Context: an optimization exercise on an open-source flow, tuned for small area. The choices shown serve that exercise and are no tape-out recipe.
The RTL was checked by simulation tests, not by an equivalence proof against the original design.
Power is estimated from default activity; no workload was simulated.

==> design/flow/design.v <==
`timescale 1ns / 1ps
module tresholding #
(
    parameter ADC_WIDTH = 14
)
(
    input                                   clk,
    input                                   rst,
    input  signed [ADC_WIDTH-1:0]           detail_level,
    input  [31:0]                           gpio_cfg,
    input  [31:0]                           gpio_cfg_2,
    input  [27:0]                           multresult,
    output [ADC_WIDTH-1:0]                  threshold_detail_level,
    output [ADC_WIDTH-1:0]                  median_out,
    output [ADC_WIDTH-1:0]                  threshold_out_dbg,
    output [5:0]                            universal_threshold_constant_level_1,
    output [5:0]                            universal_threshold_constant_level_2,
    output [31:0]                           window_len,
    output                                  window_len_valid,
    output                                  denoise_lvl_1,
    output                                  denoise_lvl_2,
    output                                  reconsruct_lvl_2
);
    wire [16:0] window_size_cfg = gpio_cfg_2[16:0];
    wire        soft_or_hard    = gpio_cfg[31];
    wire        one_time_lock   = gpio_cfg[17];
    wire        release_median  = gpio_cfg[18];
    wire        denoised_en     = gpio_cfg[14];
    assign universal_threshold_constant_level_1 = gpio_cfg[30:25];
    assign universal_threshold_constant_level_2 = gpio_cfg[24:19];
    assign denoise_lvl_1    = gpio_cfg[14];
    assign denoise_lvl_2    = gpio_cfg[15];
    assign reconsruct_lvl_2 = gpio_cfg[16];
    assign window_len       = {15'd0, window_size_cfg};
    assign window_len_valid = 1'b1;
    assign threshold_out_dbg = multresult[17:4];
    wire [13:0] dabs = detail_level[13] ? (14'd0 - detail_level) : detail_level;
    reg  [7:0]  ge;         
    reg         bs_ge;      
    wire [10:0] bs_median_nx;
    reg  [10:0] bs_median;
    wire        go;             
    reg  [17:0] bs_big, bs_all;  
    always @(posedge clk) begin
        ge[0] <= |dabs[13:3];
        ge[1] <= |dabs[13:4];
        ge[2] <= |dabs[13:5];
        ge[3] <= |dabs[13:6];
        ge[4] <= |dabs[13:7];
        ge[5] <= |dabs[13:8];
        ge[6] <= |dabs[13:9];
        ge[7] <= |dabs[13:10];
        bs_ge <= dabs >= {3'd0, bs_median_nx};
    end
    reg  [16:0] rst_cnt;
    wire        wend = (rst_cnt == 17'd0);
    reg         ms_not_first;
    reg  [4:0]  vpipe;       
    always @(posedge clk) begin
        if (rst)
            rst_cnt <= 17'd0;
        else if (wend | ~denoised_en)
            rst_cnt <= window_size_cfg;
        else
            rst_cnt <= rst_cnt - 17'd1;
    end
    always @(posedge clk) begin
        if (rst) begin
            ms_not_first <= 1'b0;
            vpipe        <= 5'd0;
        end else begin
            ms_not_first <= 1'b1;
            vpipe        <= {vpipe[3:0], ms_not_first & wend};
        end
    end
    reg  [17:0] cnt_all;
    reg  [17:0] cnt_ge [0:7];
    reg  [2:0]  y_all;           
    reg  [2:0]  y_ge [0:7];
    reg  [7:0]  a_or_b;
    reg  [2:0]  ph;              
    reg         cancel;          
    reg  [17:0] run_min;
    reg  [2:0]  run_idx;
    wire        young  = (y_all != 3'd5);
    wire        frozen = (ph == 3'd1) || (ph == 3'd2) || (ph == 3'd3);
    wire        start_long = (ph == 3'd0) & wend & ~young;
    wire        cnt_clr = ~frozen & wend & young;
    wire        cnt_en  = ~frozen & ~wend;
    wire [2:0]  y_all_nx = wend ? 3'd0 : ((y_all == 3'd5) ? 3'd5 : y_all + 3'd1);
    wire [2:0]  y_ge_nx [0:7];
    wire [7:0]  smid, salt;
    wire [7:0]  sa_nx;
    genvar k;
    generate
        for (k = 0; k < 8; k = k + 1) begin : srch
            assign sa_nx[k] = {y_ge[k], 1'b0} >= {1'b0, y_all};
            assign smid[k] = (y_all == 3'd2) ? (y_ge[k] == 3'd1) :
                             (y_all == 3'd3) ? (y_ge[k] == 3'd1 || y_ge[k] == 3'd2) :
                             (y_all == 3'd4) ? (y_ge[k] == 3'd2) : 1'b1;
            assign salt[k] = (y_ge[k] == 3'd1) || (y_ge[k] == 3'd3);
            assign y_ge_nx[k] = wend ? 3'd0 : y_ge[k] + {2'd0, ge[k]};
            always @(posedge clk) begin
                y_ge[k] <= y_ge_nx[k];
                if (ph == 3'd3)
                    cnt_ge[k] <= {15'd0, y_ge_nx[k]};
                else if (cnt_clr)
                    cnt_ge[k] <= 18'd0;
                else
                    cnt_ge[k] <= cnt_ge[k] + {17'd0, ge[k] & cnt_en};
            end
        end
    endgenerate
    always @(posedge clk) begin
        y_all <= y_all_nx;
        if (ph == 3'd3)
            cnt_all <= {15'd0, y_all_nx};
        else if (cnt_clr)
            cnt_all <= 18'd0;
        else
            cnt_all <= cnt_all + {17'd0, cnt_en};
    end
    always @(posedge clk) begin
        if (rst)
            ph <= 3'd0;
        else if (ph == 3'd0)
            ph <= start_long ? 3'd1 : 3'd0;
        else
            ph <= (ph == 3'd4) ? 3'd0 : ph + 3'd1;
    end
    reg  [17:0] lb0, lb1;
    wire [17:0] lt0 = go ? bs_all : cnt_all;
    always @(*) begin
        case (ph[1:0])
            2'd0:    begin lb0 = go ? bs_big : cnt_ge[0]; lb1 = cnt_ge[1]; end
            2'd1:    begin lb0 = cnt_ge[2]; lb1 = cnt_ge[3]; end
            2'd2:    begin lb0 = cnt_ge[4]; lb1 = cnt_ge[5]; end
            default: begin lb0 = cnt_ge[6]; lb1 = cnt_ge[7]; end
        endcase
    end
    wire [19:0] ly0 = {1'b0, lb0, 1'b0} + {2'b11, ~lt0};
    wire [19:0] ly1 = {1'b0, lb1, 1'b0} + {2'b11, ~cnt_all};
    wire [19:0] lu0 = ly0 + 20'd1;
    wire [19:0] lu1 = ly1 + 20'd1;
    wire        lw0 = lb0 > lt0;
    wire        lw1 = lb1 > cnt_all;
    wire        la0 = lw0 ? (~lu0[19] & lu0[18]) : ~lu0[19];
    wire        la1 = lw1 ? (~lu1[19] & lu1[18]) : ~lu1[19];
    wire [17:0] ld0 = la0 ? lu0[17:0] : ~ly0[17:0];
    wire [17:0] ld1 = la1 ? lu1[17:0] : ~ly1[17:0];
    wire        lc  = ld0 <= ld1;
    wire [17:0] lpd = lc ? ld0 : ld1;
    wire [2:0]  lpi = {ph[1:0], ~lc};
    reg  [17:0] pair_min;
    reg  [2:0]  pair_idx;
    wire        pair_lt = pair_min < run_min;
    always @(posedge clk) begin
        pair_min <= lpd;
        pair_idx <= lpi;
        if ((ph == 3'd1) || pair_lt) begin
            run_min <= pair_min;
            run_idx <= pair_idx;
        end
    end
    wire [17:0] fin_min = pair_lt ? pair_min : run_min;
    wire [2:0]  fin_idx = pair_lt ? pair_idx : run_idx;
    always @(posedge clk) begin
        if (ph == 3'd0)
            cancel <= 1'b0;
        else if (wend)
            cancel <= 1'b1;
    end
    always @(posedge clk) begin
        if (start_long || (frozen && !cancel)) begin
            a_or_b[{ph[1:0], 1'b0}] <= la0;
            a_or_b[{ph[1:0], 1'b1}] <= la1;
        end
        if (wend && young)
            a_or_b <= sa_nx;
    end
    wire [7:0]  ssel = (|smid) ? smid : ((y_all == 3'd4) ? salt : 8'd0);
    reg  [2:0]  i30;
    always @(*) begin
        casez (ssel)
            8'b???????1: i30 = 3'd0;
            8'b??????10: i30 = 3'd1;
            8'b?????100: i30 = 3'd2;
            8'b????1000: i30 = 3'd3;
            8'b???10000: i30 = 3'd4;
            8'b??100000: i30 = 3'd5;
            8'b?1000000: i30 = 3'd6;
            8'b10000000: i30 = 3'd7;
            default:     i30 = 3'd0;
        endcase
    end
    wire        min_le1 = |smid;
    reg  [3:0]  pd1, pd2, pd3, pd4, pd5;
    always @(posedge clk) begin
        pd1 <= {i30, min_le1};
        pd2 <= pd1;
        pd3 <= pd2;
        pd4 <= pd3;
        pd5 <= (ph == 3'd4) ? {fin_idx, fin_min[13:1] == 13'd0} : pd4;
    end
    wire        min_valid = vpipe[4];
    wire [2:0]  min_index = pd5[3:1];
    wire        min_flag  = pd5[0];
    localparam IDLE = 2'd0, CAL1 = 2'd1, CAL2 = 2'd2, CAVG = 2'd3;
    reg  [1:0]  state;
    reg         lock_median;
    reg  [2:0]  sidx;           
    reg         sa;             
    reg         reset_median;
    reg         bs_not_first;
    reg         iter_nz;
    reg  [3:0]  rcode;          
    reg  [10:0] flow;           
    reg  [13:0] bsd;            
    reg         bsa;            
    reg         mm_flag;        
    reg  [13:0] prev_bsd;
    reg  [10:0] med;
    assign      go = min_valid & ~lock_median & (state == IDLE);
    wire [10:0] smi = 11'd8 << sidx;
    wire        reset_bs = (state == CAVG) & ~lock_median;
    wire [10:0] half_rng = (rcode == 4'd0) ? 11'd0 : (11'd1 << (rcode - 4'd1));
    wire [10:0] mid = flow | half_rng;
    assign bs_median_nx = rst ? 11'd0 : (reset_bs ? mid : bs_median);
    always @(posedge clk) begin
        if (rst)
            state <= IDLE;
        else case (state)
            IDLE: if (go) state <= CAL1;
            CAL1: state <= CAL2;
            CAL2: state <= CAVG;
            default: state <= IDLE;
        endcase
    end
    always @(posedge clk) begin
        if (min_valid)
            sidx <= min_index;
        if (go)
            sa <= a_or_b[min_index];
    end
    always @(posedge clk) begin
        if (rst)
            reset_median <= 1'b0;
        else if (min_valid & iter_nz) begin
            if (state == CAL1)
                reset_median <= 1'b0;
            if ((state == IDLE) && (sidx != min_index))
                reset_median <= 1'b1;
        end
    end
    always @(posedge clk) begin
        if (state == CAL1) begin
            if (~reset_median & bs_not_first) begin
                iter_nz <= 1'b1;
                rcode   <= rcode - 4'd1;
                if (bsa)
                    flow <= bs_median;
            end else begin
                iter_nz <= 1'b0;
                rcode   <= {1'b0, sidx} + 4'd2 + {3'd0, sa};
                flow    <= (sa ? 11'd8 : 11'd4) << sidx;
            end
        end
        if (rst)
            iter_nz <= 1'b0;
    end
    always @(posedge clk) begin
        if (rst)
            bs_not_first <= 1'b0;
        else if (state == CAL1)
            bs_not_first <= 1'b1;
    end
    wire        bs_clr = min_valid | reset_bs;
    always @(posedge clk) begin
        if (rst | bs_clr) begin
            bs_big <= 18'd0;
            bs_all <= 18'd0;
        end else begin
            bs_big <= bs_big + {17'd0, bs_ge};
            bs_all <= bs_all + 18'd1;
        end
    end
    always @(posedge clk) begin
        if (go) begin
            bsd     <= ld0[13:0];
            bsa     <= la0;
            mm_flag <= min_flag;
        end
    end
    always @(posedge clk) begin
        if (state == CAL1) begin
            if (reset_median | ~bs_not_first) begin
                med      <= smi;
                prev_bsd <= {3'd0, smi};
            end
        end
        if (state == CAL2) begin
            if ((iter_nz && bsd == 14'd0) || bsd == 14'd1) begin
                lock_median <= 1'b1;
                med         <= bs_median;
            end else if (mm_flag) begin
                lock_median <= 1'b1;
                med         <= smi;
            end else if (rcode == 4'd0) begin
                lock_median <= 1'b1;
            end else if (iter_nz && !(prev_bsd < bsd)) begin
                med      <= bs_median;
                prev_bsd <= bsd;
            end
        end
        if (rst) begin
            lock_median <= 1'b0;
            med         <= 11'd0;
        end
    end
    always @(posedge clk) begin
        bs_median <= bs_median_nx;
    end
    assign median_out = {3'd0, med};
    wire lock_median_posedge = lock_median & (state == CAVG);
    reg         lock_threshold;
    reg  [13:0] thr_pos;
    always @(posedge clk) begin
        if (rst)
            lock_threshold <= 1'b0;
        else if (lock_median_posedge && one_time_lock)
            lock_threshold <= 1'b1;
        else if (release_median)
            lock_threshold <= 1'b0;
    end
    always @(posedge clk) begin
        if (~lock_threshold)
            thr_pos <= multresult[17:4];
    end
    reg  [13:0] soft_r, hard_r, thr_out;
    wire        dneg = detail_level[13];
    wire [14:0] thr_x = {thr_pos[13], thr_pos} ^ {15{~dneg}};
    wire [14:0] tsum  = {detail_level[13], detail_level} + thr_x + {14'd0, ~dneg};
    wire        tsum_lo0 = (tsum[13:0] == 14'd0);
    wire        p_min = (thr_pos == 14'h2000);
    wire        pass = dneg ? (tsum_lo0 | (tsum[14] & ~p_min)) : ~tsum[14];
    always @(posedge clk) begin
        soft_r  <= pass ? tsum[13:0] : 14'd0;
        hard_r  <= pass ? detail_level : 14'd0;
        thr_out <= soft_or_hard ? soft_r : hard_r;
    end
    assign threshold_detail_level = thr_out;
endmodule
==> design/flow/flow/run.sh <==
#!/bin/bash
# Layout flow: the standard ORFS flow (standard.sh, synthesis unchanged),
# with two layout-only changes passed through config.mk:
#  - the port buffers that global placement inserts are the smallest buffer
#    (buf_1) instead of the resizer's default choice;
#  - clock tree synthesis runs without dummy loads.
# Each tool's full output is kept in standard.log (ORFS keeps its per-step
# logs under orfs/logs).
set -euo pipefail
cat >> config.mk <<'EOC'
export BUFFER_PORTS_ARGS = -buffer_cell sky130_fd_sc_hd__buf_1
export CTS_ARGS = -sink_clustering_enable -repair_clock_nets -sink_clustering_size 30 -sink_clustering_max_diameter 100 -dont_use_dummy_load
EOC
bash standard.sh > standard.log 2>&1
==> design/flow/standard.sh <==
#!/bin/bash
# synth_recipe.tcl (not shown) runs the flow's synth.tcl, then flattens the netlist and writes it again
# the make line also repeats each setting of config.mk as NAME=value (left out here)
make -C /OpenROAD-flow-scripts/flow DESIGN_CONFIG=/design/flow/config.mk WORK_HOME=/design/flow/orfs CLKGATE_MAP_FILE= SYNTH_SCRIPT=/design/flow/synth_recipe.tcl "${@:-finish}"
==> design/flow/config.mk <==
export PLATFORM = sky130hd
export DESIGN_NAME = tresholding
export DESIGN_NICKNAME = tresholding
export VERILOG_FILES = /design/flow/design.v
export SDC_FILE = /design/flow/constraint.sdc
export NUM_CORES = 4
export LEC_CHECK = 0
export CAP_MARGIN = 20
export CORE_MARGIN = 2
export CORE_UTILIZATION = 60
export CTS_CLUSTER_DIAMETER = 100
export CTS_CLUSTER_SIZE = 30
export PLACE_DENSITY = 0.75
export SLEW_MARGIN = 20
export BUFFER_PORTS_ARGS = -buffer_cell sky130_fd_sc_hd__buf_1
export CTS_ARGS = -sink_clustering_enable -repair_clock_nets -sink_clustering_size 30 -sink_clustering_max_diameter 100 -dont_use_dummy_load
==> design/flow/constraint.sdc <==
create_clock -name core_clock -period 8.0 [get_ports {clk}]
set_input_delay 1.6000 -clock core_clock [delete_from_list [all_inputs] [get_ports {clk}]]
set_output_delay 1.6000 -clock core_clock [all_outputs]
set_load 0.01 [all_outputs]
==> metrics.csv <==
stage,metric,value,unit
outcome,run status,"complete, no violations",
critical_path,crit end category,register,
critical_path,"Req. time, crit path",8.44,ns
layout,share of final-layout standard cells stronger than drive strength 1,6.59,%
layout,"most common cell after layout, fill and taps aside",dfxtp_1,
placed_design,weighted congestion reported at the end of routability-driven placement,0.951,
power_and_ir_drop,leakage power summed over all cells,0.0125,uW
clock_network,TritonCTS buffer count,20,
clock_network,H-Tree Level Count,1,
detailed_routing,post-detailed-route wirelength per cell,18.6,um
critical_path,startpoint of the worst setup timing path,state[1]$_SDFFE_PP0P_,
global_route,wire length of the first global-routing pass,113,mm
layout,Layout Utilization,64.9,%
sta,final cycle utilization of the critical path,95.1,%
sta,headroom to the max-slew limit,28.8,%
global_route,busiest grt layer,met2,
sta,Final Hold Fails,0,
clock_network,Clock Sinks,465,
yosys,Post-Syn Area per Cell,8.73,um^2
yosys,number of synthesized register bits,465,
placed_design,input/output buffers,107,
yosys,number of enable-type register cells in the synthesized netlist,78,
layout,area grow syn2layout,6.37,%
yosys,cells after synthesis,3178,
critical_path,Critical Path Fanout Max,10,
layout,highest-count cells in the layout ignoring fill and taps,"dfxtp_1 (387), nor2_1 (372), nand2_1 (247)",
floorplan,x dimension of the die,219,um
floorplan,initial core utilization,61.0,%
detailed_routing,DR DRC count,0,
clock_network,clock-pin transition on the worst setup and hold timing paths,0.11,ns
sta,Fmax,131,MHz
global_route,pin count of the biggest net entering global routing,108,
critical_path,crit start category,register,
floorplan,Core Footprint,45500,um^2
yosys,Async SR Flop Fraction,0,%
global_route,via count of the first global-routing pass,21900,
global_route,met2 capacity usage during global routing,48.7,%
sta,clk_skew,0.0835,ns
clock_network,maximum root-to-sink buffer count,3,
critical_path,Bufs and invs on worst path,9,
flow_run,Max Cap Violations,0,
detailed_routing,Antenna Nets Post-Route,0,
clock_network,TritonCTS clock tree,yes,
worst_hold_path,Hold Path Origin,pd3[2]$_DFF_P_,
floorplan,area of the die,48000,um^2
worst_hold_path,Tightest Hold Check Type,reg -> reg,
yosys,commonest register cell after synthesis,dfxtp_1,
sta,# setup viols final,0,
global_route,Overall Global Routing Usage,29.2,%
floorplan,number of top-level pins,198,
detailed_routing,count of TritonRoute iterations in the first routing pass,5,
sta,count of pins over their slew limit,0,
sta,Final min period,7.60,ns
clock_network,clock insertion delay at the later pin of the skew report,0.58,ns
critical_path,Worst path slowest cell,fa_1,
detailed_routing,initial DRC count,1830,
yosys,sequential fraction of the synthesis area,36.3,%
floorplan,height of the chip,219,um
power_and_ir_drop,Overall Power,9950,uW
clock_network,cell at the root of the clock tree,clkbuf_16,
detailed_routing,post-detailed-routing wire length,71.6,mm
critical_path,Arrival @ worst endpoint,8.05,ns
global_route,global routing met3 resource utilization,2.45,%
yosys,number of library cell types mapped by synthesis,96,
floorplan,FP Rows,78,
yosys,synthesized cell area,27800,um^2
critical_path,Reg2Reg Launch Point,state[1]$_SDFFE_PP0P_,
layout,diodes inserted,0,
global_route,met1 Usage GRT,40.0,%
critical_path,delay of the slowest critical-path stage,0.42,ns
clock_network,number of buffers inserted for hold repair after clock tree synthesis,0,
global_route,antenna violations before repair,0,
critical_path,"delay-heaviest family, CP",simple AND/OR/NAND/NOR gates,
sta,slew at the pin with the worst max-slew slack,1.06,ns
detailed_routing,vias after detailed routing,23100,
detailed_routing,Via-to-Cell Ratio,6.01,
critical_path,classification of the worst setup path,reg -> reg,
power_and_ir_drop,power per standard cell area,337,nW/um^2
yosys,number of warnings issued by yosys,3,
global_route,GRT overflow,0,
layout,Final #Nets,3578,
power_and_ir_drop,Worst VDD drop,414,uV
placed_design,dpl hpwl,55.0,mm
## final timing paths
check,to,slack [ns],cells after the start
max,pair_min[11]$_DFF_P_,0.40,37
min reg2reg,pd4[2]$_DFF_P_,0.34,0
min,pd4[2]$_DFF_P_,0.34,0
max reg2reg,pair_min[11]$_DFF_P_,0.40,37
## cell families after synthesis
kind of cell / share of synthesized area, %
buffers and inverters: 5.70
DFF: 36.3
adders and majority gates: 10.1
and+or+nand+nor: 20.5
xor gates and xnor gates: 9.40
other: 0.0271
muxes: 2.92
AOI/OAI and AO/OA: 15.0
## cell usage after synthesis, types with 58 or more instances
cell type	count	area [um^2]
edfxtp_1	78	2340
dfxtp_1	387	7750
ha_1	219	2740
nor2b_1	58	363
o21ai_0	103	515
nor2_1	373	1400
xnor2_1	182	1590
nand3_1	115	576
clkbuf_1	93	349
and3_1	62	388
xor2_1	116	1020
a21o_1	58	435
a21oi_1	160	801
inv_1	155	582
nor3_1	64	320
buf_4	66	495
nand2_1	247	927
## where the power goes
group	total (uW)	switching, uW	leakage [uW]	internal (uW)
sequential	3370	420	0.00394	2950
combinational	5410	3070	0.00827	2340
clock	1170	720	0.000246	452
## state kept, by name, summed over array words and instances, names as in the netlist, 11 cells and up
signal / flops
cnt_ge: 144
y_ge: 24
bs_all: 18
bs_big: 18
cnt_all: 18
pair_min: 18
run_min: 18
rst_cnt: 17
bsd: 14
hard_r: 14
prev_bsd: 14
soft_r: 14
thr_out: 14
thr_pos: 14
bs_median: 11
flow: 11
med: 11
## metal layers
layer	up-vias	part of all wire (%)	routed length [um]
met2	670	47	33700
met1	11000	44	31800
met4	0	3.7	2650
met5	-	0	0
li1	11300	-	-
met3	135	4.9	3480
## through the flow
step	hold slack [ns]	worst slack [ns]	instances	instance area, um^2	setup TNS (ns)
6_report	0.338	0.395	3846	29500	0
5_1_grt	0.344	-0.0588	3846	29500	-0.255
4_1_cts	0.338	0.0270	3834	29300	0
3_5_place_dp	0.312	-0.0484	3814	28800	-0.0484
3_3_place_gp	0.310	0.216	3814	28800	0
2_1_floorplan	0.310	0.0135	3195	27800	0
## timing repair
action	CTS	global route
buffers inserted	0	10
resized for setup	1	36
pin swaps	0	11
setup endpoints to repair	3	19
cloned	0	2
## worst reg2reg max path, delay by kind of cell (launching register included)
family	cells	cell delay (ns)
AO/OA/AOI/OAI	8	1.55
multiplexers	2	0.39
XOR/XNOR	1	0.37
buffers and inverters	9	1.10
adder cells (fa/ha/maj)	4	1.14
AND/OR/NAND/NOR	13	2.56
flip-flops	1	0.36
## cell type report
type	count	area (um^2)
Tap cell	600	751
Fill cell	3887	16000
Clock buffer	20	500
Timing Repair inverter	1	7.51
Timing Repair Buffer	217	1290
Multi-Input combinational cell	2383	16300
Inverter	160	614
Sequential cell	465	10100

-- afterwards: timing with drivers on the ports --
In the flow no input, the clock included, has a driving cell. The finished layout below was timed again as built, in two steps. Step 1 assumes that a clkbuf_16 drives the clock port and a buf_2 every other input. Step 2, shift: input delay + t, output delay - t, t = (earliest + latest rising clock arrival at the registers) / 2. This alone moves slack from input paths to output paths. Three values: ideal, step 1, step 2; two values: the first two.
shift t [ns]: 0.603
slack for setup (ns): 0.395 / 0.395 / 0.395
worst hold slack (ns): 0.338 / 0.338 / 0.338
After both steps setup and hold are still met in this run. For this run, drivers alone change the setup slack by 0.000 ns; drivers and shift together by 0.000 ns.
